This is an optimization exercise on Yosys and OpenROAD, whose aim is small area and a short achievable clock period, not a production implementation.
Where RTL was checked, it was by simulation tests only, not by an equivalence proof against the original.
Only the layout flow was run in runs 5 to 8; the RTL was not checked for function there.
Power figures rest on the tool's default switching activity, not on a simulated workload.

### run.sh
#!/bin/bash
# synth_recipe.tcl (not shown) runs the flow's synth.tcl, then flattens the netlist and writes it again
# the make line also repeats each setting of config.mk as NAME=value (left out here)
make -C /OpenROAD-flow-scripts/flow DESIGN_CONFIG=/design/flow/config.mk WORK_HOME=/design/flow/orfs CLKGATE_MAP_FILE= SYNTH_SCRIPT=/design/flow/synth_recipe.tcl finish
### constraint.sdc
create_clock -name core_clock -period 2.0 [get_ports {clk}]
set_input_delay 0.4000 -clock core_clock [delete_from_list [all_inputs] [get_ports {clk}]]
set_output_delay 0.4000 -clock core_clock [all_outputs]
set_load 0.01 [all_outputs]
### design.v
module pg_0 (
    input logic a,
    input logic b,
    output logic p,
    output logic g
);
assign p = a ^ b;
assign g = a & b;
endmodule
module pg_1plus (
    input logic pi_cur,
    input logic gi_cur,
    input logic pi_prev,
    input logic gi_prev,
    output logic pout,
    output logic gout
);
assign pout = pi_cur & pi_prev;
assign gout = gi_cur | (pi_cur & gi_prev);
endmodule
module ks_add #(
    parameter N = 64
)
(
    input  logic         clk,
    input  logic         rstn_,
    input  logic         en,
    input  logic [N-1:0] a,
    input  logic [N-1:0] b,
    output logic [N-1:0] out
);
    localparam int K = 7;                  
    localparam int W = N / K;              
    localparam int R = N - W * K;          
    function automatic int lo_bit(input int k);
        lo_bit = k * W + ((k < R) ? k : R);
    endfunction
    logic [K-2:0] c_reg;                   
    logic [K-2:0] c_nxt;
    logic [N-1:0] s_nxt;
    genvar k;
    generate
        for (k = 0; k < K; k++) begin : chunk
            localparam int LO = lo_bit(k);
            localparam int HI = lo_bit(k + 1) - 1;
            logic [HI-LO+1:0] s;
            if (k == 0) begin : first
                assign s = a[HI:LO] + b[HI:LO];
            end else begin : rest
                assign s = a[HI:LO] + b[HI:LO] + c_reg[k-1];
            end
            assign s_nxt[HI:LO] = s[HI-LO:0];
            if (k < K - 1) begin : carry
                assign c_nxt[k] = s[HI-LO+1];
            end
        end
    endgenerate
    always_ff @(posedge clk) begin
        if (!rstn_) begin
            out <= '0;
        end else if (en) begin
            out <= s_nxt;
        end
    end
    always_ff @(posedge clk) begin
        if (en) begin
            c_reg <= c_nxt;
        end
    end
endmodule
### config.mk
export PLATFORM = sky130hd
export DESIGN_NAME = ks_add
export DESIGN_NICKNAME = ks_add
export VERILOG_FILES = /design/flow/design.v
export SDC_FILE = /design/flow/constraint.sdc
export NUM_CORES = 4
export LEC_CHECK = 0
export CAP_MARGIN = 20
export CORE_MARGIN = 2
export CORE_UTILIZATION = 40
export SLEW_MARGIN = 20
==> impl_metrics.env, run 1 <==
export IMPL_reg2reg_slack_ns=-0.13
export IMPL_synth_fp_nets=856
export IMPL_core_sq_um=13300
export IMPL_min_period_ns=2.13
export IMPL_async_reset_ff_frac=0
export IMPL_status="complete, but fails checks"
export IMPL_min_path_type="input port to flip-flop"
export IMPL_areaGrowthSynthToFinish_pct=59.8
export IMPL_yosys_area_share_simple=0.197
export IMPL_irDropWorstVdd_v=0.000449
export IMPL_critPathMaxFanout=3
export IMPL_antennaDiodeCount=0
export IMPL_routed_via_count=6118
export IMPL_r2r_end="out[61]"
export IMPL_finalPower_mw=5.40
export IMPL_synthMuxAreaShare=0.00547
export IMPL_grt_usage=0.245
export IMPL_synth_top_family_by_area="compound AO/OA/AOI/OAI gates"
export IMPL_start_util=0.412
export IMPL_maxSlewViolCount=0
export IMPL_synth_seq_area_share=0.266
export IMPL_nets=1135
export IMPL_syn_area_sq_um=5490
export IMPL_yosysUniqueCellTypes=50
export IMPL_hold_viol_final=0
export IMPL_r2r_cells=6
export IMPL_stdcell_count=1115
export IMPL_synth_xor_area_share=0.00319
export IMPL_synth_compound_area_share=0.304
export IMPL_skew_ns=0.00447
export IMPL_pin_count=195
export IMPL_die_h_um=121
export IMPL_worst_pin_slew_ns=0.419
export IMPL_drt_initial_drc_count=384
export IMPL_synth_adder_area_share=0.177
export IMPL_overflow=0
export IMPL_gp_congestion=0.852
export IMPL_worstHoldStart="rstn_"
export IMPL_synth_warnings=1
export IMPL_synth_top_cell_area_share=0.233
export IMPL_placed_cells=1089
export IMPL_die_w_um=121
export IMPL_tns_ns=-0.315
export IMPL_synth_top_cell_by_area="dfxtp_1"
export IMPL_setup_viol=4
export IMPL_final_common_cell="clkdlybuf4s50_1"
export IMPL_synthTopCellsByArea="dfxtp_1, ha_1, nor2_1"
export IMPL_finalWorstSetupSlack_ns=-0.129
export IMPL_antenna_found_initial=0
export IMPL_cts_buffers=9
export IMPL_drive_gt1_frac=0.191
export IMPL_dp_hpwl_um=13700
export IMPL_fmax_mhz=470
export IMPL_clk_path_buf_depth=2
export IMPL_endpoint_kind="flip-flop"
export IMPL_period_share=1.06
export IMPL_power_density_nw_per_um2=615
export IMPL_hold_buffers=0
export IMPL_clock_latency_ns=0.34
export IMPL_vias_per_cell=5.49
export IMPL_drt_wirelength_per_cell_um=16.0
export IMPL_dp_slack_ns=-0.703
export IMPL_critPathRequiredTime_ns=2.29
export IMPL_rsz0062_at_grt="yes"
export IMPL_synthCells=655
export IMPL_cts_tree="built"
export IMPL_first_pass_iters=4
export IMPL_worstHoldEndpoint="out[63]"
export IMPL_port_buffers=194
export IMPL_grt_pass1_vias=5963
export IMPL_arrival_ns=2.41
export IMPL_drc=0
export IMPL_cts_sinks=70
export IMPL_violatedChecks="setup timing"
export IMPL_ys_ff_latch=70
export IMPL_largest_reg_flops=64
export IMPL_antenna_violating_nets_post_route=0
export IMPL_crit_path_start_kind="flip-flop"
export IMPL_grt_pass1_wl_um=29000
export IMPL_r2r_start="c_reg[5]"
export IMPL_grt_max_degree=85
export IMPL_timing_slew_headroom=0.717
export IMPL_synth_edff_count=6
export IMPL_final_cell_mix="clkdlybuf4s50_1, buf_4, nor2_1"
export IMPL_synth_area_per_cell_sq_um=8.39
export IMPL_path_class="flip-flop to flip-flop"
export IMPL_max_cap_viol_count=0
export IMPL_core_rowCount=42
export IMPL_clk_pin_slew_ns=0.06
export IMPL_synth_main_ff_cell="dfxtp_1"
export IMPL_totalWireLength_um=17900
export IMPL_cts_max_level=3
export IMPL_min_path_cells=3
export IMPL_clock_tree_root_cell="clkbuf_16"
export IMPL_power_leakage_nw=3.67
export IMPL_die_area_sq_um=14700
## cell usage after synthesis (7+ instances only)
| cell | count |
|---|---|
| nor2_1 | 80 |
| dfxtp_1 | 64 |
| ha_1 | 57 |
| o21a_1 | 40 |
| o21ai_0 | 36 |
| a211oi_1 | 32 |
| inv_1 | 31 |
| nor2b_1 | 30 |
| nand2_1 | 26 |
| nor3_1 | 24 |
| o211ai_1 | 20 |
| a21oi_1 | 18 |
| nand3_1 | 18 |
| o2111ai_1 | 17 |
| a31oi_1 | 15 |
| clkbuf_1 | 15 |
| nand4b_1 | 14 |
| fa_1 | 13 |
| o31a_1 | 11 |
| and3_1 | 10 |
| a21o_1 | 9 |
| buf_2 | 8 |
| buf_1 | 7 |
## area by class of cell
| class | count | area, sq um |
|---|---|---|
| Inverter | 32 | 120 |
| Sequential cell | 70 | 1460 |
| Fill cell | 1153 | 4570 |
| Clock buffer | 11 | 243 |
| Clock inverter | 5 | 72.6 |
| Multi-Input combinational cell | 522 | 3920 |
| Tap cell | 176 | 220 |
| Timing Repair Buffer | 299 | 2750 |
## critical path: stages, from the launching register on
cell and delay, ns:
edfxtp_1 0.42, fa_2 0.39, fa_2 0.40, a211oi_4 0.27, o21bai_1 0.15, a2111o_1 0.38, nand3_1 0.07
## per-stage QoR
| stage | util | instance area (sq um) | hold slack [ns] |
|---|---|---|---|
| 3_3_place_gp | 0.619 | 8270 | 0.466 |
| 5_1_grt | 0.658 | 8780 | 0.418 |
| 2_1_floorplan | - | 5510 | 0.498 |
| 4_1_cts | 0.650 | 8680 | 0.401 |
| 6_report | 0.658 | 8780 | 0.409 |
| 3_5_place_dp | 0.619 | 8270 | 0.469 |
## layer usage
layer  up-vias  part of all wire  GRT usage
met5         -                 0          0
met4         0             0.011     0.0647
met3        15             0.070     0.0531
met2       196              0.46      0.390
met1      2877              0.46      0.337
li1       3030                 -          -
## worst max-delay path by stage
| stage | from | end | slack, ns |
|---|---|---|---|
| after detailed placement | a[46] | out[54] | -0.70 |
| after CTS | c_reg[5] | out[61] | -0.12 |
| final | c_reg[5] | out[61] | -0.13 |
| after global placement | a[28] | out[36] | -0.61 |
| after floorplan | b[55] | out[61] | -0.04 |
| after global routing | c_reg[5] | out[61] | -0.22 |
## logic make-up after synthesis
logic type,after synthesis
simple gates,217
compound gates,230
xor+xnor,2
buf+inv,63
flops,70
fa+ha+maj,70
mux,3
## where the power goes
group          leakage [nW]  switching, mW  internal [mW]  total (mW)
logic                  2.93          0.902           1.11        2.01
clock network         0.155          0.621           1.12        1.74
registers             0.588         0.0805           1.57        1.65
total                  3.67           1.60           3.79        5.40
## repair_timing
item | in CTS | in global routing
setup endpoints to repair | 25 | 29
gates resized for setup | 43 | 24
pin swaps | 36 | 32
setup buffers | 9 | 1
==> run 2: changes to the inputs <==
--- a/design.v
+++ b/design.v
@@ -44,11 +44,15 @@
             localparam int LO = lo_bit(k);
             localparam int HI = lo_bit(k + 1) - 1;
             logic [HI-LO+1:0] s;
+            logic cin;
+            logic [HI-LO+2:0] t;
             if (k == 0) begin : first
-                assign s = a[HI:LO] + b[HI:LO];
+                assign cin = 1'b0;
             end else begin : rest
-                assign s = a[HI:LO] + b[HI:LO] + c_reg[k-1];
+                assign cin = c_reg[k-1];
             end
+            assign t = {1'b0, a[HI:LO], 1'b1} + {1'b0, b[HI:LO], cin};
+            assign s = t[HI-LO+2:1];
             assign s_nxt[HI:LO] = s[HI-LO:0];
             if (k < K - 1) begin : carry
                 assign c_nxt[k] = s[HI-LO+1];
--- a/config.mk
+++ b/config.mk
@@ -5,7 +5,9 @@
 export SDC_FILE = /design/flow/constraint.sdc
 export NUM_CORES = 4
 export LEC_CHECK = 0
+export ABC_CLOCK_PERIOD_IN_PS = 1400
 export CAP_MARGIN = 20
 export CORE_MARGIN = 2
 export CORE_UTILIZATION = 40
+export SETUP_SLACK_MARGIN = 0.5
 export SLEW_MARGIN = 20
==> impl_metrics.env, run 2 <==
export IMPL_async_reset_ff_frac=0
export IMPL_power_density_nw_per_um2=647
export IMPL_synth_warnings=1
export IMPL_die_h_um=115
export IMPL_worstHoldEndpoint="out[0]"
export IMPL_cts_buffers=9
export IMPL_synth_seq_area_share=0.294
export IMPL_synth_top_cell_by_area="dfxtp_1"
export IMPL_yosysUniqueCellTypes=37
export IMPL_endpoint_kind="flip-flop"
export IMPL_core_rowCount=40
export IMPL_timing_slew_headroom=0.732
export IMPL_status="no timing/DRC/antenna violations"
export IMPL_die_w_um=115
export IMPL_synth_fp_nets=778
export IMPL_first_pass_iters=4
export IMPL_gp_congestion=0.895
export IMPL_synth_edff_count=6
export IMPL_skew_ns=0.00822
export IMPL_arrival_ns=2.09
export IMPL_r2r_start="c_reg[0]"
export IMPL_antenna_violating_nets_post_route=0
export IMPL_worst_pin_slew_ns=0.400
export IMPL_synthCells=577
export IMPL_clock_tree_root_cell="clkbuf_16"
export IMPL_vias_per_cell=5.10
export IMPL_rsz0062_at_grt="yes"
export IMPL_hold_viol_final=0
export IMPL_crit_path_start_kind="flip-flop"
export IMPL_drive_gt1_frac=0.331
export IMPL_synth_area_per_cell_sq_um=8.61
export IMPL_post_route_util=0.759
export IMPL_nets=1066
export IMPL_grt_usage=0.238
export IMPL_grt_pass1_wl_um=24900
export IMPL_cts_sinks=70
export IMPL_drt_initial_drc_count=206
export IMPL_clk_path_buf_depth=2
export IMPL_min_path_cells=4
export IMPL_areaGrowthSynthToFinish_pct=84.2
export IMPL_port_buffers=194
export IMPL_antenna_found_initial=2
export IMPL_yosysMostFrequentCell="o21ai_0"
export IMPL_multi_input_area_sq_um=4370
export IMPL_maxSlewViolCount=0
export IMPL_clk_pin_slew_ns=0.06
export IMPL_max_cap_viol_count=0
export IMPL_fill_cells=899
export IMPL_ys_ff_latch=70
export IMPL_routed_via_count=5306
export IMPL_pin_count=195
export IMPL_final_common_cell="dlygate4sd2_1"
export IMPL_irDropWorstVdd_v=0.000330
export IMPL_reg2reg_slack_ns=0.19
export IMPL_placed_cells=993
export IMPL_path_class="flip-flop to flip-flop"
export IMPL_clock_latency_ns=0.34
export IMPL_critPathRequiredTime_ns=2.27
export IMPL_drc=0
export IMPL_power_leakage_nw=4.10
export IMPL_setup_viol=0
export IMPL_overflow=0
export IMPL_largest_reg_flops=64
export IMPL_die_area_sq_um=13300
export IMPL_core_sq_um=12100
export IMPL_tns_ns=0
export IMPL_min_period_ns=1.81
export IMPL_r2r_end="out[15]"
export IMPL_min_path_type="input port to flip-flop"
export IMPL_grt_max_degree=35
export IMPL_synthTopCellsByCount="o21ai_0, dfxtp_1, ha_1, nor2_1, a21oi_1"
export IMPL_stdcell_count=1041
export IMPL_start_util=0.412
export IMPL_cts_tree="built"
export IMPL_final_cell_mix="dlygate4sd2_1, buf_4, dfxtp_1"
export IMPL_finalPower_mw=5.92
export IMPL_dp_hpwl_um=12000
export IMPL_totalWireLength_um=16400
export IMPL_r2r_cells=8
export IMPL_synth_top_cell_area_share=0.258
export IMPL_critPathMaxFanout=3
export IMPL_grt_pass1_vias=5340
export IMPL_fmax_mhz=552
export IMPL_regArea_sq_um=1460
export IMPL_synthTopCellsByArea="dfxtp_1, ha_1, o21ai_0"
export IMPL_worstHoldStart="a[0]"
export IMPL_synth_main_ff_cell="dfxtp_1"
export IMPL_drt_wirelength_per_cell_um=15.8
export IMPL_dp_slack_ns=-0.373
export IMPL_syn_area_sq_um=4970
export IMPL_finalWorstSetupSlack_ns=0.189
export IMPL_cts_max_level=3
export IMPL_period_share=0.905
## run 2: cell count changes after synthesis, sizes merged, moves of 17 or more
cell / previous run / this run
o21a: 41 / 6
mux2i: 3 / 25
nor2: 80 / 63
o211ai: 20 / 3
xor2: 0 / 19
o2111ai: 17 / 0
xnor2: 2 / 30
nor3: 24 / 7
o21ai: 36 / 75
## run 2: layout make-up
class,instances,area share
Antenna cell,3,0.000820
Clock buffer,10,0.0261
Clock inverter,6,0.0145
Inverter,24,0.0103
Multi-Input combinational cell,466,0.477
Sequential cell,70,0.160
Tap cell,168,0.0230
Timing Repair Buffer,294,0.288
## run 2: per-layer routing
layer,share of wire,global-route usage,vias up
li1,-,-,2630
met5,0,0,-
met3,0.054,0.0418,40
met2,0.50,0.419,156
met1,0.41,0.277,2480
met4,0.038,0.119,0
## run 2: metrics by stage
| step | instance area [sq um] | hold WS [ns] |
|---|---|---|
| final | 9150 | 0.437 |
| after global routing | 9150 | 0.460 |
| after CTS | 8760 | 0.437 |
| after detailed placement | 7880 | 0.446 |
| after global placement | 7880 | 0.437 |
| after floorplan | 5240 | 0.472 |
## run 2: what timing repair did
item	4_1_cts	5_1_grt
gates resized for setup	293	81
buffers inserted	20	9
endpoints found under the setup margin	127	49
pin swaps	127	84
hold buffers	0	0
gates cloned	0	0
## run 2: logic make-up (layout without fill, tap and decap cells)
kind of cell | after synthesis | after routing | synth area share
AO/OA/AOI/OAI | 161 | 161 | 0.192
AND/OR/NAND/NOR | 161 | 161 | 0.158
adder cells (fa/ha/maj) | 70 | 70 | 0.187
flip-flops | 70 | 70 | 0.294
XOR/XNOR | 49 | 49 | 0.0864
buffers and inverters | 41 | 334 | 0.0320
multiplexers | 25 | 25 | 0.0504
other | 0 | 3 | 0
## run 2: worst max-delay path by stage
stage	startpoint	endpoint	slack, ns	depth (start not counted)
5_1_grt	c_reg[0]	out[15]	0.09	8
3_5_place_dp	b[46]	out[53]	-0.37	9
3_3_place_gp	b[19]	out[23]	-0.31	9
4_1_cts	c_reg[0]	out[15]	0.17	8
6_report	c_reg[0]	out[15]	0.19	8
2_1_floorplan	a[11]	out[15]	0.30	7
## run 2: critical path, cell delays in order, from the launching register on
cell       delay [ns]
edfxtp_1         0.45
inv_2            0.09
fa_2             0.19
nor2b_1          0.05
o21a_1           0.18
o21ai_2          0.21
nand2b_1         0.12
a2111oi_2        0.30
nand4b_1         0.15
## run 2: power breakdown
group | internal [mW] | switching [mW]
Clock | 1.38 | 0.609
Sequential | 1.58 | 0.0843
Combinational | 1.23 | 1.04
Total | 4.18 | 1.74
==> run 3: changes to the inputs <==
==> flow/run.sh (new file) <==
#!/bin/bash
# The standard layout, except that the input and output ports get the
# smallest buffer cell instead of the one buffer_ports picks by itself.
set -euo pipefail
export BUFFER_PORTS_ARGS="-buffer_cell sky130_fd_sc_hd__buf_1"
bash standard.sh finish > standard_flow.log 2>&1
==> standard.sh (new file) <==
#!/bin/bash
# synth_recipe.tcl (not shown) runs the flow's synth.tcl, then flattens the netlist and writes it again
# the make line also repeats each setting of config.mk as NAME=value (left out here)
make -C /OpenROAD-flow-scripts/flow DESIGN_CONFIG=/design/flow/config.mk WORK_HOME=/design/flow/orfs CLKGATE_MAP_FILE= SYNTH_SCRIPT=/design/flow/synth_recipe.tcl "${@:-finish}"
--- a/config.mk
+++ b/config.mk
@@ -5,9 +5,7 @@
 export SDC_FILE = /design/flow/constraint.sdc
 export NUM_CORES = 4
 export LEC_CHECK = 0
-export ABC_CLOCK_PERIOD_IN_PS = 1400
 export CAP_MARGIN = 20
 export CORE_MARGIN = 2
 export CORE_UTILIZATION = 40
-export SETUP_SLACK_MARGIN = 0.5
 export SLEW_MARGIN = 20
removed: run.sh
==> impl_metrics.env, run 3 <==
export IMPL_drt_initial_drc_count=233
export IMPL_async_reset_ff_frac=0
export IMPL_synth_top_cell_area_share=0.258
export IMPL_syn_area_sq_um=4970
export IMPL_endpoint_kind="flip-flop"
export IMPL_areaGrowthSynthToFinish_pct=25.5
export IMPL_drive_gt1_frac=0.0446
export IMPL_cts_tree="built"
export IMPL_nets=980
export IMPL_clk_pin_slew_ns=0.05
export IMPL_synth_area_per_cell_sq_um=8.61
export IMPL_grt_pass1_wl_um=20700
export IMPL_gp_congestion=0.880
export IMPL_min_period_ns=1.85
export IMPL_rsz0062_at_grt="no"
export IMPL_antenna_found_initial=0
export IMPL_antennaDiodeCount=0
export IMPL_overflow=0
export IMPL_worst_pin_slew_ns=0.643
export IMPL_start_util=0.412
export IMPL_dp_hpwl_um=9890
export IMPL_path_class="flip-flop to flip-flop"
export IMPL_cts_buffers=9
export IMPL_period_share=0.924
export IMPL_die_h_um=115
export IMPL_synth_seq_area_share=0.294
export IMPL_placed_area_sq_um=5950
export IMPL_synth_top_cell_by_area="dfxtp_1"
export IMPL_clock_latency_ns=0.33
export IMPL_drc=0
export IMPL_hold_viol_final=0
export IMPL_setup_viol=0
export IMPL_status="no timing/DRC/antenna violations"
export IMPL_final_cell_mix="buf_1, o21ai_0, dfxtp_1"
export IMPL_critPathRequiredTime_ns=2.25
export IMPL_ys_ff_latch=70
export IMPL_synth_edff_count=6
export IMPL_die_w_um=115
export IMPL_die_area_sq_um=13300
export IMPL_grt_pass1_vias=4492
export IMPL_clk_path_buf_depth=2
export IMPL_yosysUniqueCellTypes=37
export IMPL_core_sq_um=12100
export IMPL_timing_slew_headroom=0.571
export IMPL_synth_fp_nets=778
export IMPL_max_cap_viol_count=0
export IMPL_final_common_cell="buf_1"
export IMPL_arrival_ns=2.10
export IMPL_fin_area_sq_um=6240
export IMPL_yosysMostFrequentCell="o21ai_0"
export IMPL_drt_wirelength_per_cell_um=13.6
export IMPL_synthCells=577
export IMPL_core_rowCount=40
export IMPL_critPathMaxFanout=3
export IMPL_synth_main_ff_cell="dfxtp_1"
export IMPL_synthTopCellsByCount="o21ai_0, dfxtp_1, ha_1, nor2_1, a21oi_1"
export IMPL_routed_via_count=4771
export IMPL_synth_warnings=1
export IMPL_maxSlewViolCount=0
export IMPL_vias_per_cell=5.01
export IMPL_cts_sinks=70
export IMPL_port_buffers=194
export IMPL_pin_count=195
export IMPL_dp_slack_ns=-0.112
export IMPL_largest_reg_flops=64
export IMPL_totalWireLength_um=12900
export IMPL_reg2reg_slack_ns=0.15
export IMPL_cts_max_level=3
export IMPL_fmax_mhz=541
export IMPL_grt_max_degree=80
export IMPL_min_path_type="input port to flip-flop"
export IMPL_clock_tree_root_cell="clkbuf_16"
export IMPL_power_density_nw_per_um2=720
export IMPL_crit_path_start_kind="flip-flop"
export IMPL_hold_buffers=0
export IMPL_first_pass_iters=4
export IMPL_synthTopCellsByArea="dfxtp_1, ha_1, o21ai_0"
export IMPL_finalWorstSetupSlack_ns=0.152
export IMPL_irDropWorstVdd_v=0.000329
export IMPL_skew_ns=0.00509
export IMPL_power_leakage_nw=2.57
export IMPL_grt_usage=0.196
export IMPL_antenna_violating_nets_post_route=0
run 3: cell counts after synthesis:
No cell type changed its count.
run 3: worst paths after layout:
| path | start | end | cells past startpoint |
|---|---|---|---|
| min reg2reg | out[54] | out[54] | 2 |
| min | b[0] | out[0] | 4 |
| max reg2reg | c_reg[0] | out[17] | 8 |
| max | c_reg[0] | out[17] | 8 |
run 3: cells by family after synthesis:
logic type	after synthesis	share of synthesized area
AO/OA/AOI/OAI	161	0.192
AND/OR/NAND/NOR	161	0.158
adder cells (fa/ha/maj)	70	0.187
flip-flops	70	0.294
XOR/XNOR	49	0.0864
buffers and inverters	41	0.0320
multiplexers	25	0.0504
run 3: layer usage:
layer  GRT usage  vias to the layer above  routed length, um
met5           0                        -                  0
met4      0.0562                        0                180
met3      0.0481                       10                726
met2       0.327                      131               6140
met1       0.252                     2171               5880
li1            -                     2459                  -
run 3: final cells by class:
| type | instances | area, sq um |
|---|---|---|
| Clock buffer | 14 | 254 |
| Clock inverter | 2 | 10.0 |
| Fill cell | 1210 | 5830 |
| Inverter | 24 | 90.1 |
| Multi-Input combinational cell | 466 | 3360 |
| Sequential cell | 70 | 1460 |
| Tap cell | 168 | 210 |
| Timing Repair Buffer | 208 | 850 |
run 3: critical path, cell delays in order, from the launching register on:
cell	delay, ns
edfxtp_1	0.45
inv_2	0.06
fa_1	0.38
nor2b_1	0.13
o21a_1	0.15
o21ai_2	0.09
a21oi_1	0.22
xnor2_1	0.09
a211oi_1	0.21
run 3: report_power, final:
part	total (mW)	switching, mW	internal [mW]
combinational	1.38	0.757	0.623
sequential	1.66	0.0864	1.58
clock	1.45	0.575	0.870
total	4.49	1.42	3.07
run 3: timing repair:
action	in CTS	in global routing
buffers inserted	0	1
gates resized for setup	0	7
setup endpoints to repair	0	6
run 3: stage by stage:
stage	utilization	TNS, ns	hold slack, ns	total power, mW	cells
after floorplan	-	0	0.483	2.62	577
after global placement	0.493	-0.0605	0.441	3.04	935
after detailed placement	0.493	-0.270	0.444	3.07	935
after CTS	0.515	0	0.411	4.55	951
after global routing	0.517	0	0.422	4.82	952
final	0.517	0	0.413	4.49	952
==> run 4: changes to the inputs <==
--- a/config.mk
+++ b/config.mk
@@ -7,5 +7,6 @@
 export LEC_CHECK = 0
 export CAP_MARGIN = 20
 export CORE_MARGIN = 2
-export CORE_UTILIZATION = 40
+export CORE_UTILIZATION = 65
+export CTS_BUF_LIST = sky130_fd_sc_hd__clkbuf_4 sky130_fd_sc_hd__clkbuf_8
 export SLEW_MARGIN = 20
==> impl_metrics.env, run 4 <==
export IMPL_finalPower_mw=4.48
export IMPL_ys_ff_latch=70
export IMPL_die_w_um=91.4
export IMPL_placed_area_sq_um=5820
export IMPL_pin_count=195
export IMPL_hold_viol_final=0
export IMPL_fin_area_sq_um=6080
export IMPL_synth_adder_area_share=0.187
export IMPL_p_sw_frac=0.306
export IMPL_seqPwrFrac=0.373
export IMPL_syn_area_sq_um=4970
export IMPL_timing_slew_headroom=0.336
export IMPL_synth_xor_area_share=0.0864
export IMPL_maxSlewViolCount=0
export IMPL_synth_seq_area_share=0.294
export IMPL_totalWireLength_um=12700
export IMPL_drt_initial_drc_count=272
export IMPL_synthMuxAreaShare=0.0504
export IMPL_core_sq_um=7330
export IMPL_finalWorstSetupSlack_ns=0.120
export IMPL_routed_via_count=4984
export IMPL_yosys_area_share_simple=0.158
export IMPL_yosysUniqueCellTypes=37
export IMPL_synth_area_per_cell_sq_um=8.61
export IMPL_fill_cells=517
export IMPL_holdWs_ns=0.423
export IMPL_die_h_um=91.4
export IMPL_power_leakage_nw=2.53
export IMPL_clock_tree_root_cell="clkbuf_8"
export IMPL_synth_compound_area_share=0.192
export IMPL_core_rowCount=31
export IMPL_async_reset_ff_frac=0
export IMPL_clk_path_buf_depth=2
export IMPL_cts_max_level=3
export IMPL_crit_path_start_kind="flip-flop"
export IMPL_synthTopCellsByCount="o21ai_0, dfxtp_1, ha_1, nor2_1, a21oi_1"
export IMPL_period_share=0.940
export IMPL_antennaDiodeCount=0
export IMPL_dp_hpwl_um=9870
export IMPL_dp_slack_ns=-0.100
export IMPL_drc=0
export IMPL_final_cell_mix="buf_1, o21ai_0, dfxtp_1"
export IMPL_path_class="flip-flop to flip-flop"
export IMPL_power_frac_comb=0.307
export IMPL_largest_reg_flops=64
export IMPL_drive_gt1_frac=0.0386
export IMPL_nets=974
export IMPL_overflow=0
export IMPL_cts_sinks=70
export IMPL_synthTopCellsByArea="dfxtp_1, ha_1, o21ai_0"
export IMPL_synthCells=577
export IMPL_cts_buffers=9
export IMPL_drt_wirelength_per_cell_um=14.5
export IMPL_endpoint_kind="flip-flop"
export IMPL_synth_top_family_by_area="compound AO/OA/AOI/OAI gates"
export IMPL_port_buffers=194
export IMPL_clock_latency_ns=0.33
export IMPL_fmax_mhz=532
export IMPL_tns_ns=0
export IMPL_power_density_nw_per_um2=736
export IMPL_antenna_violating_nets_post_route=0
export IMPL_setup_viol=0
export IMPL_synth_main_ff_cell="dfxtp_1"
export IMPL_die_area_sq_um=8360
export IMPL_grt_usage=0.299
export IMPL_start_util=0.678
export IMPL_grt_pass1_wl_um=20500
export IMPL_antenna_found_initial=0
export IMPL_arrival_ns=2.10
export IMPL_areaGrowthSynthToFinish_pct=22.3
export IMPL_yosysMostFrequentCell="o21ai_0"
export IMPL_hold_buffers=0
export IMPL_status="no timing/DRC/antenna violations"
export IMPL_max_cap_viol_count=0
export IMPL_post_cts_buffers=0
export IMPL_critPathMaxFanout=3
export IMPL_irDropWorstVdd_v=0.000402
export IMPL_power_switching_mw=1.37
export IMPL_skew_ns=0.00729
export IMPL_critPathRequiredTime_ns=2.22
export IMPL_grt_max_degree=39
export IMPL_first_pass_iters=5
export IMPL_synth_warnings=1
export IMPL_final_common_cell="buf_1"
export IMPL_pwr_share_clk=0.320
export IMPL_vias_per_cell=5.68
export IMPL_rsz0062_at_grt="yes"
export IMPL_clk_pin_slew_ns=0.07
export IMPL_cts_tree="built"
export IMPL_min_path_type="input port to flip-flop"
export IMPL_synth_fp_nets=778
export IMPL_worst_pin_slew_ns=0.993
export IMPL_p_int_mw=3.11
export IMPL_synth_edff_count=6
export IMPL_grt_pass1_vias=4718
export IMPL_gp_congestion=0.889
export IMPL_synth_top_cell_area_share=0.258
export IMPL_cts_resized=0
export IMPL_min_period_ns=1.88
export IMPL_synth_top_cell_by_area="dfxtp_1"
-- run 4: cell types whose count changed in the layout (fill, tap and decap cells not counted), moves of 3 or more --
cell       previous run  this run
clkbuf_1              4         0
bufinv_16             0         3
buf_4                13         8
clkbuf_16             9         0
clkbuf_8              1        11
-- run 4: metrics by stage --
step / util / instances
after floorplan: - / 577
after global placement: 0.793 / 861
after detailed placement: 0.793 / 861
after CTS: 0.828 / 877
after global routing: 0.829 / 877
final: 0.829 / 877
-- run 4: power by group through the flow --
| stage | Sequential (mW) | Combinational, mW | Clock [mW] |
|---|---|---|---|
| 2_1_floorplan | 1.75 | 0.873 | 0 |
| 3_3_place_gp | 1.69 | 1.30 | 0 |
| 3_5_place_dp | 1.69 | 1.35 | 0 |
| 4_1_cts | 1.67 | 1.37 | 1.45 |
| 5_1_grt | 1.68 | 1.54 | 1.52 |
| 6_report | 1.67 | 1.38 | 1.43 |
-- run 4: final timing paths --
path / startpoint / end / slack (ns) / depth (start not counted)
worst max-delay path: c_reg[4] / out[51] / 0.12 / 8
worst min-delay path: b[0] / out[0] / 0.42 / 4
worst max register to register: c_reg[4] / out[51] / 0.12 / 8
worst min register to register: out[27] / out[27] / 0.46 / 2
-- run 4: per-layer routing --
layer,wire (um),vias up,track usage
met2,6280,186,0.525
met5,0,-,0
met4,310,0,0.125
met1,5170,2326,0.353
li1,-,2444,-
met3,949,28,0.0614
-- run 4: logic make-up (layout without fill, tap and decap cells) --
logic type                 after synthesis  in the layout
AOI/OAI and AO/OA                      161            161
xor gates and xnor gates                49             49
adders and majority gates               70             70
buffers and inverters                   41            242
DFF                                     70             70
muxes                                   25             25
and+or+nand+nor                        161            161
-- run 4: final cells by class --
cell class	count	area, sq um	area share
repair buffers	202	792	0.130
multi-input cells	466	3350	0.552
inverters	24	90.1	0.0148
flip-flops and latches	70	1460	0.240
well taps	99	124	0.0204
clock buffers	13	166	0.0274
clock inverters	3	90.1	0.0148
-- run 4: worst max-delay path, cell delays in order (launching register included) --
cell and delay [ns]:
edfxtp_1 0.39, inv_1 0.07, fa_1 0.39, nor2b_1 0.14
o21a_1 0.16, o21ai_2 0.08, a21oi_1 0.20, nor2_1 0.07
a311o_1 0.26
==> run 5: changes to the inputs <==
--- a/design.v
+++ b/design.v
@@ -32,30 +32,51 @@
     localparam int K = 7;                  
     localparam int W = N / K;              
     localparam int R = N - W * K;          
+    localparam int L = 4;                  
     function automatic int lo_bit(input int k);
         lo_bit = k * W + ((k < R) ? k : R);
     endfunction
     logic [K-2:0] c_reg;                   
     logic [K-2:0] c_nxt;
     logic [N-1:0] s_nxt;
-    genvar k;
+    genvar k, l, i;
     generate
         for (k = 0; k < K; k++) begin : chunk
             localparam int LO = lo_bit(k);
-            localparam int HI = lo_bit(k + 1) - 1;
-            logic [HI-LO+1:0] s;
-            logic cin;
-            logic [HI-LO+2:0] t;
+            localparam int M = lo_bit(k + 1) - LO;    
+            logic [M-1:0] p, g;
+            logic [M-1:0] gp [0:L];                    
+            logic [M-1:0] pp [0:L];                    
+            logic [M-1:0] c;                           
+            logic         cin;
+            assign p = a[LO+M-1:LO] ^ b[LO+M-1:LO];
+            assign g = a[LO+M-1:LO] & b[LO+M-1:LO];
+            assign gp[0] = g;
+            assign pp[0] = p;
+            for (l = 0; l < L; l++) begin : lvl
+                for (i = 0; i < M; i++) begin : bit_
+                    if ((i >> l) & 1) begin : comb
+                        localparam int J = ((i >> l) << l) - 1;    
+                        assign gp[l+1][i] = gp[l][i] | (pp[l][i] & gp[l][J]);
+                        assign pp[l+1][i] = pp[l][i] & pp[l][J];
+                    end else begin : pass
+                        assign gp[l+1][i] = gp[l][i];
+                        assign pp[l+1][i] = pp[l][i];
+                    end
+                end
+            end
             if (k == 0) begin : first
                 assign cin = 1'b0;
             end else begin : rest
                 assign cin = c_reg[k-1];
             end
-            assign t = {1'b0, a[HI:LO], 1'b1} + {1'b0, b[HI:LO], cin};
-            assign s = t[HI-LO+2:1];
-            assign s_nxt[HI:LO] = s[HI-LO:0];
-            if (k < K - 1) begin : carry
-                assign c_nxt[k] = s[HI-LO+1];
+            assign c[0] = cin;
+            for (i = 1; i < M; i++) begin : carry
+                assign c[i] = gp[L][i-1] | (pp[L][i-1] & cin);
+            end
+            assign s_nxt[LO+M-1:LO] = p ^ c;
+            if (k < K - 1) begin : cout
+                assign c_nxt[k] = gp[L][M-1] | (pp[L][M-1] & cin);
             end
         end
     endgenerate
==> run.sh (new file) <==
#!/bin/bash
# synth_recipe.tcl (not shown) runs the flow's synth.tcl, then flattens the netlist and writes it again
# the make line also repeats each setting of config.mk as NAME=value (left out here)
make -C /OpenROAD-flow-scripts/flow DESIGN_CONFIG=/design/flow/config.mk WORK_HOME=/design/flow/orfs CLKGATE_MAP_FILE= SYNTH_SCRIPT=/design/flow/synth_recipe.tcl finish
--- a/config.mk
+++ b/config.mk
@@ -7,6 +7,5 @@
 export LEC_CHECK = 0
 export CAP_MARGIN = 20
 export CORE_MARGIN = 2
-export CORE_UTILIZATION = 65
-export CTS_BUF_LIST = sky130_fd_sc_hd__clkbuf_4 sky130_fd_sc_hd__clkbuf_8
+export CORE_UTILIZATION = 40
 export SLEW_MARGIN = 20
removed: flow/run.sh
removed: standard.sh
==> impl_metrics.env, run 5 <==
export IMPL_status="complete, but fails checks"
export IMPL_violatedChecks="setup timing"
export IMPL_yosysUniqueCellTypes=34
export IMPL_synth_edff_count=6
export IMPL_pwr_share_clk=0.306
export IMPL_final_cell_mix="clkdlybuf4s50_1, buf_4, dfxtp_1"
export IMPL_syn_area_sq_um=4650
export IMPL_grt_max_degree=38
export IMPL_yosysMostFrequentCell="dfxtp_1"
export IMPL_areaGrowthSynthToFinish_pct=68.4
export IMPL_cts_max_level=3
export IMPL_placed_cells=905
export IMPL_clk_pin_slew_ns=0.06
export IMPL_synth_warnings=15
export IMPL_synth_top_cell_area_share=0.276
export IMPL_drt_initial_drc_count=148
export IMPL_worstHoldEndpoint="out[19]"
export IMPL_synth_main_ff_cell="dfxtp_1"
export IMPL_vias_per_cell=5.05
export IMPL_antenna_found_initial=0
export IMPL_die_h_um=112
export IMPL_skew_ns=0.00412
export IMPL_port_buffers=194
export IMPL_arrival_ns=2.40
export IMPL_synthTopCellsByArea="dfxtp_1, ha_1, xnor2_1"
export IMPL_synth_top_cell_by_area="dfxtp_1"
export IMPL_maxSlewViolCount=0
export IMPL_die_area_sq_um=12500
export IMPL_largest_reg_flops=64
export IMPL_endpoint_kind="flip-flop"
export IMPL_p_int_mw=3.64
export IMPL_drt_wirelength_per_cell_um=15.1
export IMPL_r2r_cells=6
export IMPL_first_pass_iters=4
export IMPL_seqPwrFrac=0.323
export IMPL_timing_slew_headroom=0.653
export IMPL_fmax_mhz=470
export IMPL_synth_seq_area_share=0.315
export IMPL_finalWorstSetupSlack_ns=-0.130
export IMPL_r2r_end="out[62]"
export IMPL_min_path_type="input port to flip-flop"
export IMPL_hold_viol_final=0
export IMPL_ys_ff_latch=70
export IMPL_core_rowCount=39
export IMPL_fin_area_sq_um=7820
export IMPL_grt_pass1_wl_um=22200
export IMPL_antennaDiodeCount=0
export IMPL_synth_fp_nets=710
export IMPL_core_sq_um=11400
export IMPL_synth_area_per_cell_sq_um=9.16
export IMPL_grt_pass1_vias=4812
export IMPL_gp_congestion=0.837
export IMPL_tns_ns=-0.237
export IMPL_critPathRequiredTime_ns=2.27
export IMPL_worstHoldStart="en"
export IMPL_irDropWorstVdd_v=0.000478
export IMPL_min_period_ns=2.13
export IMPL_overflow=0
export IMPL_drive_gt1_frac=0.176
export IMPL_power_frac_comb=0.371
export IMPL_max_cap_viol_count=0
export IMPL_drc=0
export IMPL_worst_pin_slew_ns=0.520
export IMPL_power_leakage_nw=3.48
export IMPL_hold_buffers=0
export IMPL_period_share=1.06
export IMPL_antenna_violating_nets_post_route=0
export IMPL_p_sw_frac=0.293
export IMPL_clock_tree_root_cell="clkbuf_16"
export IMPL_routed_via_count=4697
export IMPL_rsz0062_at_grt="yes"
export IMPL_cts_tree="built"
export IMPL_cts_buffers=9
export IMPL_r2r_start="c_reg[5]"
export IMPL_crit_path_start_kind="input port"
export IMPL_nets=986
export IMPL_clk_path_buf_depth=2
export IMPL_synthTopCellsByCount="dfxtp_1, nor2_1, ha_1"
export IMPL_async_reset_ff_frac=0
export IMPL_min_path_cells=2
export IMPL_synthCells=507
export IMPL_power_switching_mw=1.51
export IMPL_cts_sinks=70
export IMPL_path_class="input port to flip-flop"
export IMPL_stdcell_count=931
export IMPL_die_w_um=112
export IMPL_start_util=0.409
export IMPL_final_common_cell="clkdlybuf4s50_1"
export IMPL_placed_area_sq_um=7310
export IMPL_dp_hpwl_um=10900
export IMPL_clock_latency_ns=0.34
export IMPL_fill_cells=947
export IMPL_power_density_nw_per_um2=659
export IMPL_pin_count=195
export IMPL_setup_viol=2
export IMPL_grt_usage=0.220
export IMPL_totalWireLength_um=14100
export IMPL_reg2reg_slack_ns=0.39
export IMPL_critPathMaxFanout=2
==> run 5: worst max-delay path, cell delays in order <==
cell and delay (ns):
buf_6 0.10, ha_4 0.15, fa_2 0.33, a21o_1 0.16
a21o_1 0.18, a21oi_2 0.17, a21oi_2 0.08, nand2_1 0.08
nand2b_1 0.08, fa_2 0.52, mux2i_1 0.06, nor2_1 0.11
==> run 5: repair_timing <==
item	in CTS	in global routing
pin swaps	13	22
endpoints found under the setup margin	13	34
gates resized for setup	22	32
setup buffers	7	5
==> run 5: logic make-up (layout without fill, tap and decap cells) <==
logic type / after synthesis / in the layout / share of synthesized area
AOI/OAI and AO/OA: 148 / 148 / 0.213
xor gates and xnor gates: 41 / 41 / 0.0773
adders and majority gates: 72 / 72 / 0.210
buffers and inverters: 40 / 321 / 0.0337
DFF: 70 / 70 / 0.315
muxes: 24 / 24 / 0.0517
and+or+nand+nor: 112 / 112 / 0.0997
==> run 5: cell type report <==
cell class,instances,area [sq um],share of cell area
repair buffers,281,2610,0.333
flip-flops and latches,70,1460,0.187
clock inverters,7,65.1,0.00832
well taps,143,179,0.0229
multi-input cells,397,3200,0.408
inverters,24,90.1,0.0115
clock buffers,9,225,0.0288
==> run 5: worst max-delay path by stage <==
stage	startpoint	depth (start not counted)	endpoint	slack, ns
after floorplan	a[0]	11	out[9]	-0.34
after global placement	a[0]	12	out[8]	-0.90
after detailed placement	a[0]	12	out[9]	-0.96
after CTS	b[0]	12	out[9]	-0.17
after global routing	b[0]	12	out[8]	-0.26
final	b[0]	12	out[8]	-0.13
==> run 5: per-stage QoR <==
stage / util / setup WS [ns] / hold slack, ns / power (mW)
3_5_place_dp: 0.643 / -0.955 / 0.444 / 3.50
6_report: 0.688 / -0.130 / 0.380 / 5.15
4_1_cts: 0.673 / -0.168 / 0.367 / 5.13
5_1_grt: 0.688 / -0.260 / 0.384 / 5.46
2_1_floorplan: - / -0.340 / 0.483 / 2.56
3_3_place_gp: 0.643 / -0.904 / 0.434 / 3.46
==> run 5: power by group through the flow <==
stage | Clock (mW) | Sequential [mW] | Combinational [mW]
floorplan | 0 | 1.74 | 0.813
global placement | 0 | 1.68 | 1.78
detailed placement | 0 | 1.69 | 1.81
CTS | 1.62 | 1.66 | 1.84
global route | 1.68 | 1.68 | 2.09
finish | 1.58 | 1.66 | 1.91
==> run 5: routing by layer <==
layer  wire [um]  global-route usage  part of all wire
met1        5690               0.247              0.40
met2        7050               0.392              0.50
met3        1100              0.0659             0.078
met4         267              0.0840             0.019
met5           0                   0                 0
==> run 6: changes to the inputs <==
==> flow/run.sh (new file) <==
#!/bin/bash
# The standard layout, except that the input and output ports get the
# smallest buffer cell instead of the one buffer_ports picks by itself.
set -euo pipefail
export BUFFER_PORTS_ARGS="-buffer_cell sky130_fd_sc_hd__buf_1"
bash standard.sh finish > standard_flow.log 2>&1
==> standard.sh (new file) <==
#!/bin/bash
# synth_recipe.tcl (not shown) runs the flow's synth.tcl, then flattens the netlist and writes it again
# the make line also repeats each setting of config.mk as NAME=value (left out here)
make -C /OpenROAD-flow-scripts/flow DESIGN_CONFIG=/design/flow/config.mk WORK_HOME=/design/flow/orfs CLKGATE_MAP_FILE= SYNTH_SCRIPT=/design/flow/synth_recipe.tcl "${@:-finish}"
removed: run.sh
==> impl_metrics.env, run 6 <==
export IMPL_status="complete, but fails checks"
export IMPL_violatedChecks="setup timing"
export IMPL_async_reset_ff_frac=0
export IMPL_cts_max_level=3
export IMPL_fill_cells=1113
export IMPL_synth_top_cell_by_area="dfxtp_1"
export IMPL_clock_tree_root_cell="clkbuf_16"
export IMPL_hold_buffers=0
export IMPL_finalWorstSetupSlack_ns=-0.141
export IMPL_drive_gt1_frac=0.0920
export IMPL_final_common_cell="buf_1"
export IMPL_start_util=0.409
export IMPL_die_w_um=112
export IMPL_synthCells=507
export IMPL_cts_sinks=70
export IMPL_cp_num_buf_inv=1
export IMPL_drt_wirelength_per_cell_um=13.8
export IMPL_vias_per_cell=5.02
export IMPL_synthTopCellsByCount="dfxtp_1, nor2_1, ha_1"
export IMPL_yosysUniqueCellTypes=34
export IMPL_cts_tree="built"
export IMPL_setup_viol=3
export IMPL_synthMuxAreaShare=0.0517
export IMPL_critPathRequiredTime_ns=2.24
export IMPL_grt_pass1_wl_um=19900
export IMPL_yosys_area_share_simple=0.0996
export IMPL_synth_warnings=15
export IMPL_cts_buffers=9
export IMPL_core_sq_um=11400
export IMPL_arrival_ns=2.38
export IMPL_min_period_ns=2.14
export IMPL_path_class="input port to flip-flop"
export IMPL_pin_count=195
export IMPL_fmax_mhz=467
export IMPL_largest_reg_flops=64
export IMPL_power_leakage_nw=2.70
export IMPL_synth_seq_area_share=0.315
export IMPL_rsz0062_at_grt="yes"
export IMPL_period_share=1.07
export IMPL_synth_area_per_cell_sq_um=9.16
export IMPL_core_rowCount=39
export IMPL_synth_top_family_by_area="compound AO/OA/AOI/OAI gates"
export IMPL_stdcell_count=882
export IMPL_clock_latency_ns=0.33
export IMPL_crit_family="adder cells"
export IMPL_placed_cells=860
export IMPL_grt_max_degree=25
export IMPL_synth_xor_area_share=0.0773
export IMPL_synth_edff_count=6
export IMPL_skew_ns=0.00705
export IMPL_min_path_type="input port to flip-flop"
export IMPL_cpPeakStageDelay_ns=0.34
export IMPL_dp_hpwl_um=9720
export IMPL_irDropWorstVdd_v=0.000439
export IMPL_yosysMostFrequentCell="dfxtp_1"
export IMPL_nets=937
export IMPL_fin_area_sq_um=6120
export IMPL_synth_compound_area_share=0.213
export IMPL_ys_ff_latch=70
export IMPL_max_cap_viol_count=0
export IMPL_timing_slew_headroom=0.684
export IMPL_synth_adder_area_share=0.210
export IMPL_antennaDiodeCount=0
export IMPL_syn_area_sq_um=4650
export IMPL_antenna_found_initial=0
export IMPL_tns_ns=-0.307
export IMPL_crit_path_top_delay_cell="fa_2"
export IMPL_clk_pin_slew_ns=0.05
export IMPL_grt_pass1_vias=4370
export IMPL_synth_top_cell_area_share=0.276
export IMPL_drt_initial_drc_count=194
export IMPL_endpoint_kind="flip-flop"
export IMPL_power_density_nw_per_um2=748
export IMPL_crit_chain="buf_6 -> ha_4 -> fa_2 -> a21o_1 -> a21o_1 -> a21oi_2 -> a21oi_2 -> nand2_1 -> nand2b_1 -> fa_2 -> xnor2_1 -> a211oi_1"
export IMPL_port_buffers=194
export IMPL_totalWireLength_um=12200
export IMPL_dp_slack_ns=-0.593
export IMPL_gp_congestion=0.787
export IMPL_grt_usage=0.197
export IMPL_die_area_sq_um=12500
export IMPL_post_route_util=0.538
export IMPL_maxSlewViolCount=0
export IMPL_routed_via_count=4430
export IMPL_holdWs_ns=0.413
export IMPL_overflow=0
export IMPL_critPathMaxFanout=2
export IMPL_die_h_um=112
export IMPL_synthTopCellsByArea="dfxtp_1, ha_1, xnor2_1"
export IMPL_worst_pin_slew_ns=0.473
export IMPL_drc=0
export IMPL_synth_fp_nets=710
export IMPL_hold_viol_final=0
export IMPL_areaGrowthSynthToFinish_pct=31.6
export IMPL_synth_main_ff_cell="dfxtp_1"
export IMPL_placed_area_sq_um=5760
export IMPL_first_pass_iters=4
export IMPL_crit_path_start_kind="input port"
export IMPL_final_cell_mix="buf_1, dfxtp_1, nor2_1"
export IMPL_antenna_violating_nets_post_route=0
export IMPL_finalPower_mw=4.57
export IMPL_clk_path_buf_depth=2
[run 6: routing by layer]
layer / vias to the layer above / share of wire / GRT usage
li1: 2266 / - / -
met2: 136 / 0.46 / 0.332
met1: 2015 / 0.45 / 0.240
met4: 0 / 0.015 / 0.0716
met5: - / 0 / 0
met3: 13 / 0.075 / 0.0566
[run 6: final cells by class]
class / count / area (sq um) / share of cell area
clock buffers: 10 / 229 / 0.0374
clock inverters: 6 / 52.6 / 0.00859
inverters: 24 / 90.1 / 0.0147
multi-input cells: 397 / 3060 / 0.500
flip-flops and latches: 70 / 1460 / 0.239
well taps: 143 / 179 / 0.0293
repair buffers: 232 / 1050 / 0.171
[run 6: worst reg2reg max path, delay by kind of cell, from the launching register on]
kind,cells,cell delay [ns]
AO/OA/AOI/OAI,3,0.68
flip-flops,1,0.41
AND/OR/NAND/NOR,2,0.23
XOR/XNOR,1,0.19
[run 6: path summary, 6_finish.rpt]
path	startpoint	end	slack, ns	cells past startpoint
setup / recovery	b[0]	out[9]	-0.14	12
hold / removal	a[0]	out[0]	0.41	4
setup reg to reg	c_reg[5]	out[62]	0.34	6
hold reg to reg	out[18]	out[18]	0.45	2
[run 6: timing repair]
| action | 4_1_cts | 5_1_grt |
|---|---|---|
| endpoints found under the setup margin | 2 | 4 |
| pin swaps | 10 | 5 |
| buffers inserted | 5 | 1 |
| resized for setup | 9 | 0 |
[run 6: logic make-up (layout without fill, tap and decap cells)]
kind of cell	after synthesis	in the layout
compound gates	148	148
simple gates	112	112
fa+ha+maj	72	72
flops	70	70
xor+xnor	41	41
buf+inv	40	272
mux	24	24
[run 6: power breakdown]
part | internal [mW] | total [mW] | switching [mW]
Sequential | 1.57 | 1.66 | 0.0845
Combinational | 0.650 | 1.37 | 0.720
Clock | 0.950 | 1.55 | 0.596
Total | 3.17 | 4.57 | 1.40
==> run 7: changes to the inputs <==
--- a/config.mk
+++ b/config.mk
@@ -5,6 +5,7 @@
 export SDC_FILE = /design/flow/constraint.sdc
 export NUM_CORES = 4
 export LEC_CHECK = 0
+export ABC_CLOCK_PERIOD_IN_PS = 1000
 export CAP_MARGIN = 20
 export CORE_MARGIN = 2
 export CORE_UTILIZATION = 40
==> impl_metrics.env, run 7 <==
export IMPL_status="complete, but fails checks"
export IMPL_violatedChecks="setup timing"
export IMPL_regArea_sq_um=1460
export IMPL_rsz0062_at_grt="yes"
export IMPL_cts_buffers=9
export IMPL_power_density_nw_per_um2=748
export IMPL_cpPeakStageDelay_ns=0.34
export IMPL_start_util=0.409
export IMPL_cts_tree="built"
export IMPL_arrival_ns=2.38
export IMPL_port_buffers=194
export IMPL_setup_viol=3
export IMPL_maxSlewViolCount=0
export IMPL_synth_top_cell_area_share=0.276
export IMPL_areaGrowthSynthToFinish_pct=31.6
export IMPL_synth_warnings=15
export IMPL_finalWorstSetupSlack_ns=-0.141
export IMPL_crit_path_start_kind="input port"
export IMPL_nets=937
export IMPL_skew_ns=0.00705
export IMPL_drive_gt1_frac=0.0920
export IMPL_core_rowCount=39
export IMPL_gp_congestion=0.787
export IMPL_synthMuxAreaShare=0.0517
export IMPL_antennaDiodeCount=0
export IMPL_cts_max_level=3
export IMPL_synth_fp_nets=710
export IMPL_die_w_um=112
export IMPL_clk_pin_slew_ns=0.05
export IMPL_worst_pin_slew_ns=0.473
export IMPL_synth_main_ff_cell="dfxtp_1"
export IMPL_critPathMaxFanout=2
export IMPL_crit_path_top_delay_cell="fa_2"
export IMPL_fmax_mhz=467
export IMPL_routed_via_count=4430
export IMPL_largest_reg_flops=64
export IMPL_synth_xor_area_share=0.0773
export IMPL_drt_wirelength_per_cell_um=13.8
export IMPL_min_period_ns=2.14
export IMPL_critPathRequiredTime_ns=2.24
export IMPL_dp_hpwl_um=9720
export IMPL_synth_edff_count=6
export IMPL_power_leakage_nw=2.70
export IMPL_drc=0
export IMPL_min_path_type="input port to flip-flop"
export IMPL_grt_usage=0.197
export IMPL_synth_top_family_by_area="compound AO/OA/AOI/OAI gates"
export IMPL_hold_buffers=0
export IMPL_timing_slew_headroom=0.684
export IMPL_grt_pass1_wl_um=19900
export IMPL_final_cell_mix="buf_1, dfxtp_1, nor2_1"
export IMPL_yosys_area_share_simple=0.0996
export IMPL_stdcell_count=882
export IMPL_clock_tree_root_cell="clkbuf_16"
export IMPL_async_reset_ff_frac=0
export IMPL_clk_path_buf_depth=2
export IMPL_max_cap_viol_count=0
export IMPL_drt_initial_drc_count=194
export IMPL_grt_pass1_vias=4370
export IMPL_syn_area_sq_um=4650
export IMPL_post_route_util=0.538
export IMPL_reg2reg_slack_ns=0.34
export IMPL_crit_chain="buf_6 -> ha_4 -> fa_2 -> a21o_1 -> a21o_1 -> a21oi_2 -> a21oi_2 -> nand2_1 -> nand2b_1 -> fa_2 -> xnor2_1 -> a211oi_1"
export IMPL_synth_seq_area_share=0.315
export IMPL_synthTopCellsByCount="dfxtp_1, nor2_1, ha_1"
export IMPL_totalWireLength_um=12200
export IMPL_synth_area_per_cell_sq_um=9.16
export IMPL_core_sq_um=11400
export IMPL_cts_sinks=70
export IMPL_fill_cells=1113
export IMPL_synthTopCellsByArea="dfxtp_1, ha_1, xnor2_1"
export IMPL_multi_input_area_sq_um=3060
export IMPL_path_class="input port to flip-flop"
export IMPL_synthCells=507
export IMPL_pin_count=195
export IMPL_clock_latency_ns=0.33
export IMPL_hold_viol_final=0
export IMPL_yosysMostFrequentCell="dfxtp_1"
export IMPL_vias_per_cell=5.02
export IMPL_first_pass_iters=4
export IMPL_yosysUniqueCellTypes=34
export IMPL_synth_adder_area_share=0.210
export IMPL_placed_cells=860
export IMPL_period_share=1.07
export IMPL_grt_max_degree=25
export IMPL_die_h_um=112
export IMPL_synth_top_cell_by_area="dfxtp_1"
export IMPL_endpoint_kind="flip-flop"
export IMPL_antenna_violating_nets_post_route=0
export IMPL_ys_ff_latch=70
export IMPL_final_common_cell="buf_1"
export IMPL_antenna_found_initial=0
export IMPL_dp_slack_ns=-0.593
export IMPL_die_area_sq_um=12500
export IMPL_overflow=0
export IMPL_irDropWorstVdd_v=0.000439
export IMPL_synth_compound_area_share=0.213
==> run 7: cell counts after synthesis <==
No cell type changed its count.
==> run 7: cell type report <==
cell class | count | area share
well taps | 143 | 0.0293
inverters | 24 | 0.0147
flip-flops and latches | 70 | 0.239
clock inverters | 6 | 0.00859
clock buffers | 10 | 0.0374
repair buffers | 232 | 0.171
multi-input cells | 397 | 0.500
==> run 7: path summary, 6_finish.rpt <==
check / cells past startpoint / end / start
worst max-delay path: 12 / out[9] / b[0]
worst min-delay path: 4 / out[0] / a[0]
worst max register to register: 6 / out[62] / c_reg[5]
worst min register to register: 2 / out[18] / out[18]
==> run 7: repair_timing <==
action                     4_1_cts  5_1_grt
gates resized for setup          9        0
setup buffers                    5        1
hold endpoints to repair         0        0
pin swaps                       10        5
setup endpoints to repair        2        4
==> run 7: per-stage QoR <==
stage,power [mW],area [sq um],setup TNS [ns],hold WS (ns)
after detailed placement,3.02,5760,-1.90,0.440
after global placement,2.99,5760,-1.54,0.439
final,4.57,6120,-0.307,0.413
after global routing,4.87,6120,-0.591,0.428
after CTS,4.62,6110,-0.381,0.398
after floorplan,2.56,4670,-0.688,0.483
==> run 7: cell families after synthesis <==
kind of cell / Yosys count
buffers and inverters: 40
flip-flops: 70
multiplexers: 24
AND/OR/NAND/NOR: 112
XOR/XNOR: 41
AO/OA/AOI/OAI: 148
adder cells (fa/ha/maj): 72
==> run 7: where the power goes <==
| part | switching, mW | internal [mW] |
|---|---|---|
| clock network | 0.596 | 0.950 |
| logic | 0.720 | 0.650 |
| registers | 0.0845 | 1.57 |
==> run 7: routing by layer <==
metal	wire, um	up-vias	global-route usage	part of all wire
li1	-	2266	-	-
met1	5450	2015	0.240	0.45
met2	5650	136	0.332	0.46
met3	919	13	0.0566	0.075
met4	186	0	0.0716	0.015
met5	0	-	0	0
==> run 7: worst max-delay path: cells and delay by family <==
family          cells  cell delay [ns]
compound gates      5             0.78
buf+inv             1             0.10
simple gates        2             0.16
fa+ha+maj           3             0.82
xor+xnor            1             0.13
==> run 8: changes to the inputs <==
--- a/config.mk
+++ b/config.mk
@@ -5,7 +5,7 @@
 export SDC_FILE = /design/flow/constraint.sdc
 export NUM_CORES = 4
 export LEC_CHECK = 0
-export ABC_CLOCK_PERIOD_IN_PS = 1000
+export ABC_CLOCK_PERIOD_IN_PS = 700
 export CAP_MARGIN = 20
 export CORE_MARGIN = 2
 export CORE_UTILIZATION = 40
==> impl_metrics.env, run 8 <==
export IMPL_core_sq_um=11400
export IMPL_tns_ns=-0.307
export IMPL_start_util=0.409
export IMPL_maxSlewViolCount=0
export IMPL_clk_path_buf_depth=2
export IMPL_finalWorstSetupSlack_ns=-0.141
export IMPL_cts_max_level=3
export IMPL_synth_fp_nets=710
export IMPL_skew_ns=0.00705
export IMPL_synth_xor_area_share=0.0773
export IMPL_cts_sinks=70
export IMPL_crit_family="adder cells"
export IMPL_clock_tree_root_cell="clkbuf_16"
export IMPL_critPathMaxFanout=2
export IMPL_nets=937
export IMPL_yosysUniqueCellTypes=34
export IMPL_clk_pin_slew_ns=0.05
export IMPL_worstHoldEndpoint="out[0]"
export IMPL_synth_adder_area_share=0.210
export IMPL_cts_tree="built"
export IMPL_final_common_cell="buf_1"
export IMPL_core_rowCount=39
export IMPL_power_density_nw_per_um2=748
export IMPL_dp_slack_ns=-0.593
export IMPL_drive_gt1_frac=0.0920
export IMPL_min_path_type="input port to flip-flop"
export IMPL_hold_viol_final=0
export IMPL_port_buffers=194
export IMPL_max_cap_viol_count=0
export IMPL_largest_reg_flops=64
export IMPL_seqPwrFrac=0.363
export IMPL_post_route_util=0.538
export IMPL_p_int_mw=3.17
export IMPL_synthTopCellsByCount="dfxtp_1, nor2_1, ha_1"
export IMPL_timing_slew_headroom=0.684
export IMPL_hold_buffers=0
export IMPL_synthMuxAreaShare=0.0517
export IMPL_drt_wirelength_per_cell_um=13.8
export IMPL_areaGrowthSynthToFinish_pct=31.6
export IMPL_p_sw_frac=0.306
export IMPL_cts_buffers=9
export IMPL_synthCells=507
export IMPL_r2r_start="c_reg[5]"
export IMPL_synth_warnings=15
export IMPL_rsz0062_at_grt="yes"
export IMPL_totalWireLength_um=12200
export IMPL_synth_top_cell_area_share=0.276
export IMPL_status="complete, but fails checks"
export IMPL_cp_num_buf_inv=1
export IMPL_die_w_um=112
export IMPL_overflow=0
export IMPL_drc=0
export IMPL_power_frac_comb=0.299
export IMPL_pwr_share_clk=0.338
export IMPL_synth_compound_area_share=0.213
export IMPL_crit_chain="buf_6 -> ha_4 -> fa_2 -> a21o_1 -> a21o_1 -> a21oi_2 -> a21oi_2 -> nand2_1 -> nand2b_1 -> fa_2 -> xnor2_1 -> a211oi_1"
export IMPL_synth_main_ff_cell="dfxtp_1"
export IMPL_grt_usage=0.197
export IMPL_irDropWorstVdd_v=0.000439
export IMPL_clock_latency_ns=0.33
export IMPL_min_period_ns=2.14
export IMPL_period_share=1.07
export IMPL_crit_path_top_delay_cell="fa_2"
export IMPL_path_class="input port to flip-flop"
export IMPL_synth_top_cell_by_area="dfxtp_1"
export IMPL_power_switching_mw=1.40
export IMPL_pin_count=195
export IMPL_fmax_mhz=467
export IMPL_synthTopCellsByArea="dfxtp_1, ha_1, xnor2_1"
export IMPL_synth_top_family_by_area="compound AO/OA/AOI/OAI gates"
export IMPL_gp_congestion=0.787
export IMPL_synth_edff_count=6
export IMPL_grt_max_degree=25
export IMPL_critPathRequiredTime_ns=2.24
export IMPL_antenna_violating_nets_post_route=0
export IMPL_routed_via_count=4430
export IMPL_yosysMostFrequentCell="dfxtp_1"
export IMPL_antenna_found_initial=0
export IMPL_cpPeakStageDelay_ns=0.34
export IMPL_vias_per_cell=5.02
export IMPL_grt_pass1_vias=4370
export IMPL_syn_area_sq_um=4650
export IMPL_crit_path_start_kind="input port"
export IMPL_ys_ff_latch=70
export IMPL_dp_hpwl_um=9720
export IMPL_r2r_cells=6
export IMPL_antennaDiodeCount=0
export IMPL_drt_initial_drc_count=194
export IMPL_endpoint_kind="flip-flop"
export IMPL_reg2reg_slack_ns=0.34
export IMPL_die_area_sq_um=12500
export IMPL_synth_area_per_cell_sq_um=9.16
export IMPL_grt_pass1_wl_um=19900
export IMPL_power_leakage_nw=2.70
export IMPL_die_h_um=112
export IMPL_synth_seq_area_share=0.315
export IMPL_async_reset_ff_frac=0
export IMPL_r2r_end="out[62]"
export IMPL_worst_pin_slew_ns=0.473
export IMPL_yosys_area_share_simple=0.0996
export IMPL_min_path_cells=4
export IMPL_arrival_ns=2.38
export IMPL_first_pass_iters=4
export IMPL_setup_viol=3
export IMPL_violatedChecks="setup timing"
export IMPL_final_cell_mix="buf_1, dfxtp_1, nor2_1"
export IMPL_worstHoldStart="a[0]"
==> run 8: worst register-to-register path, stage by stage, from the launching register on <==
cell	delay, ns
edfxtp_1	0.41
a211oi_1	0.41
o21ai_2	0.15
nand4_1	0.14
nand2_1	0.09
xnor2_1	0.19
o21ai_0	0.12
==> run 8: how the worst max path moves through the flow <==
stage / startpoint / endpoint / cells after the start
global placement: a[0] / out[9] / 12
floorplan: a[0] / out[9] / 11
CTS: b[0] / out[9] / 12
global route: b[0] / out[9] / 12
finish: b[0] / out[9] / 12
detailed placement: a[0] / out[8] / 12
==> run 8: layer usage <==
layer	GRT usage	vias up	part of all wire	wire length (um)
met2	0.332	136	0.46	5650
met1	0.240	2015	0.45	5450
met5	0	-	0	0
met4	0.0716	0	0.015	186
met3	0.0566	13	0.075	919
li1	-	2266	-	-
==> run 8: power by group through the flow <==
stage               sequential, mW  clock, mW  combinational, mW
CTS                           1.66       1.59               1.37
floorplan                     1.74          0              0.813
global placement              1.68          0               1.31
detailed placement            1.69          0               1.34
finish                        1.66       1.55               1.37
global route                  1.67       1.66               1.54
==> run 8: cell type report <==
cell class / instances / area [sq um]
well taps: 143 / 179
clock buffers: 10 / 229
multi-input cells: 397 / 3060
flip-flops and latches: 70 / 1460
repair buffers: 232 / 1050
clock inverters: 6 / 52.6
inverters: 24 / 90.1
fillers: 1113 / 5250
==> run 8: stage by stage <==
stage               hold slack [ns]  total power [mW]  area, sq um  cells
CTS                           0.398              4.62         6110    881
detailed placement            0.440              3.02         5760    860
global route                  0.428              4.87         6120    882
floorplan                     0.483              2.56         4670    507
global placement              0.439              2.99         5760    860
finish                        0.413              4.57         6120    882
==> run 8: kinds of logic (layout without fill, tap and decap cells) <==
group,after synthesis,after routing
adders and majority gates,72,72
and+or+nand+nor,112,112
muxes,24,24
DFF,70,70
AOI/OAI and AO/OA,148,148
buffers and inverters,40,272
xor gates and xnor gates,41,41
==> run 8: timing repair <==
item                                    CTS  global route
gates resized for setup                   9             0
pin swaps                                10             5
endpoints found under the setup margin    2             4
buffers inserted                          5             1

==> separate check: timing with driven ports <==
No port has a modelled driver above. Below, the same layouts with a new extraction and two added sets of constraints.
Step 1, drivers: a clkbuf_16 drives clk and a buf_2 each remaining input, both assumed.
Step 2 also shifts input and output timing later by t, the mid clock arrival at the registers, as if the neighbouring blocks saw the same clock.
a / b / c = ideal / step 1 / step 2; a / b = the first two.
run	shift t [ns]	slack for setup (ns)	hold slack, ns	worst setup path after step 2	worst data-port slew with drivers (ns)
run 1	0.380	-0.129 / -0.129 / -0.429	0.409 / 0.387 / 0.475	input to register	0.07
run 2	0.372	0.189 / 0.189 / -0.086	0.437 / 0.440 / 0.446	input to register	0.07
run 3	0.369	0.152 / 0.152 / -0.087	0.413 / 0.398 / 0.455	input to register	0.06
run 4	0.359	0.120 / 0.120 / -0.083	0.423 / 0.410 / 0.461	input to register	0.05
run 5	0.372	-0.130 / -0.123 / -0.495	0.380 / 0.368 / 0.453	input to register	0.07
run 6	0.366	-0.141 / -0.137 / -0.504	0.413 / 0.421 / 0.450	input to register	0.06
run 7	0.366	-0.141 / -0.137 / -0.504	0.413 / 0.421 / 0.450	input to register	0.06
run 8	0.366	-0.141 / -0.137 / -0.504	0.413 / 0.421 / 0.450	input to register	0.06
Met with ideal ports but missed after step 2: setup timing in run 2, run 3 and run 4. For run 5, which loses most, drivers alone change the setup slack by +0.007 ns; drivers and shift together by -0.365 ns.
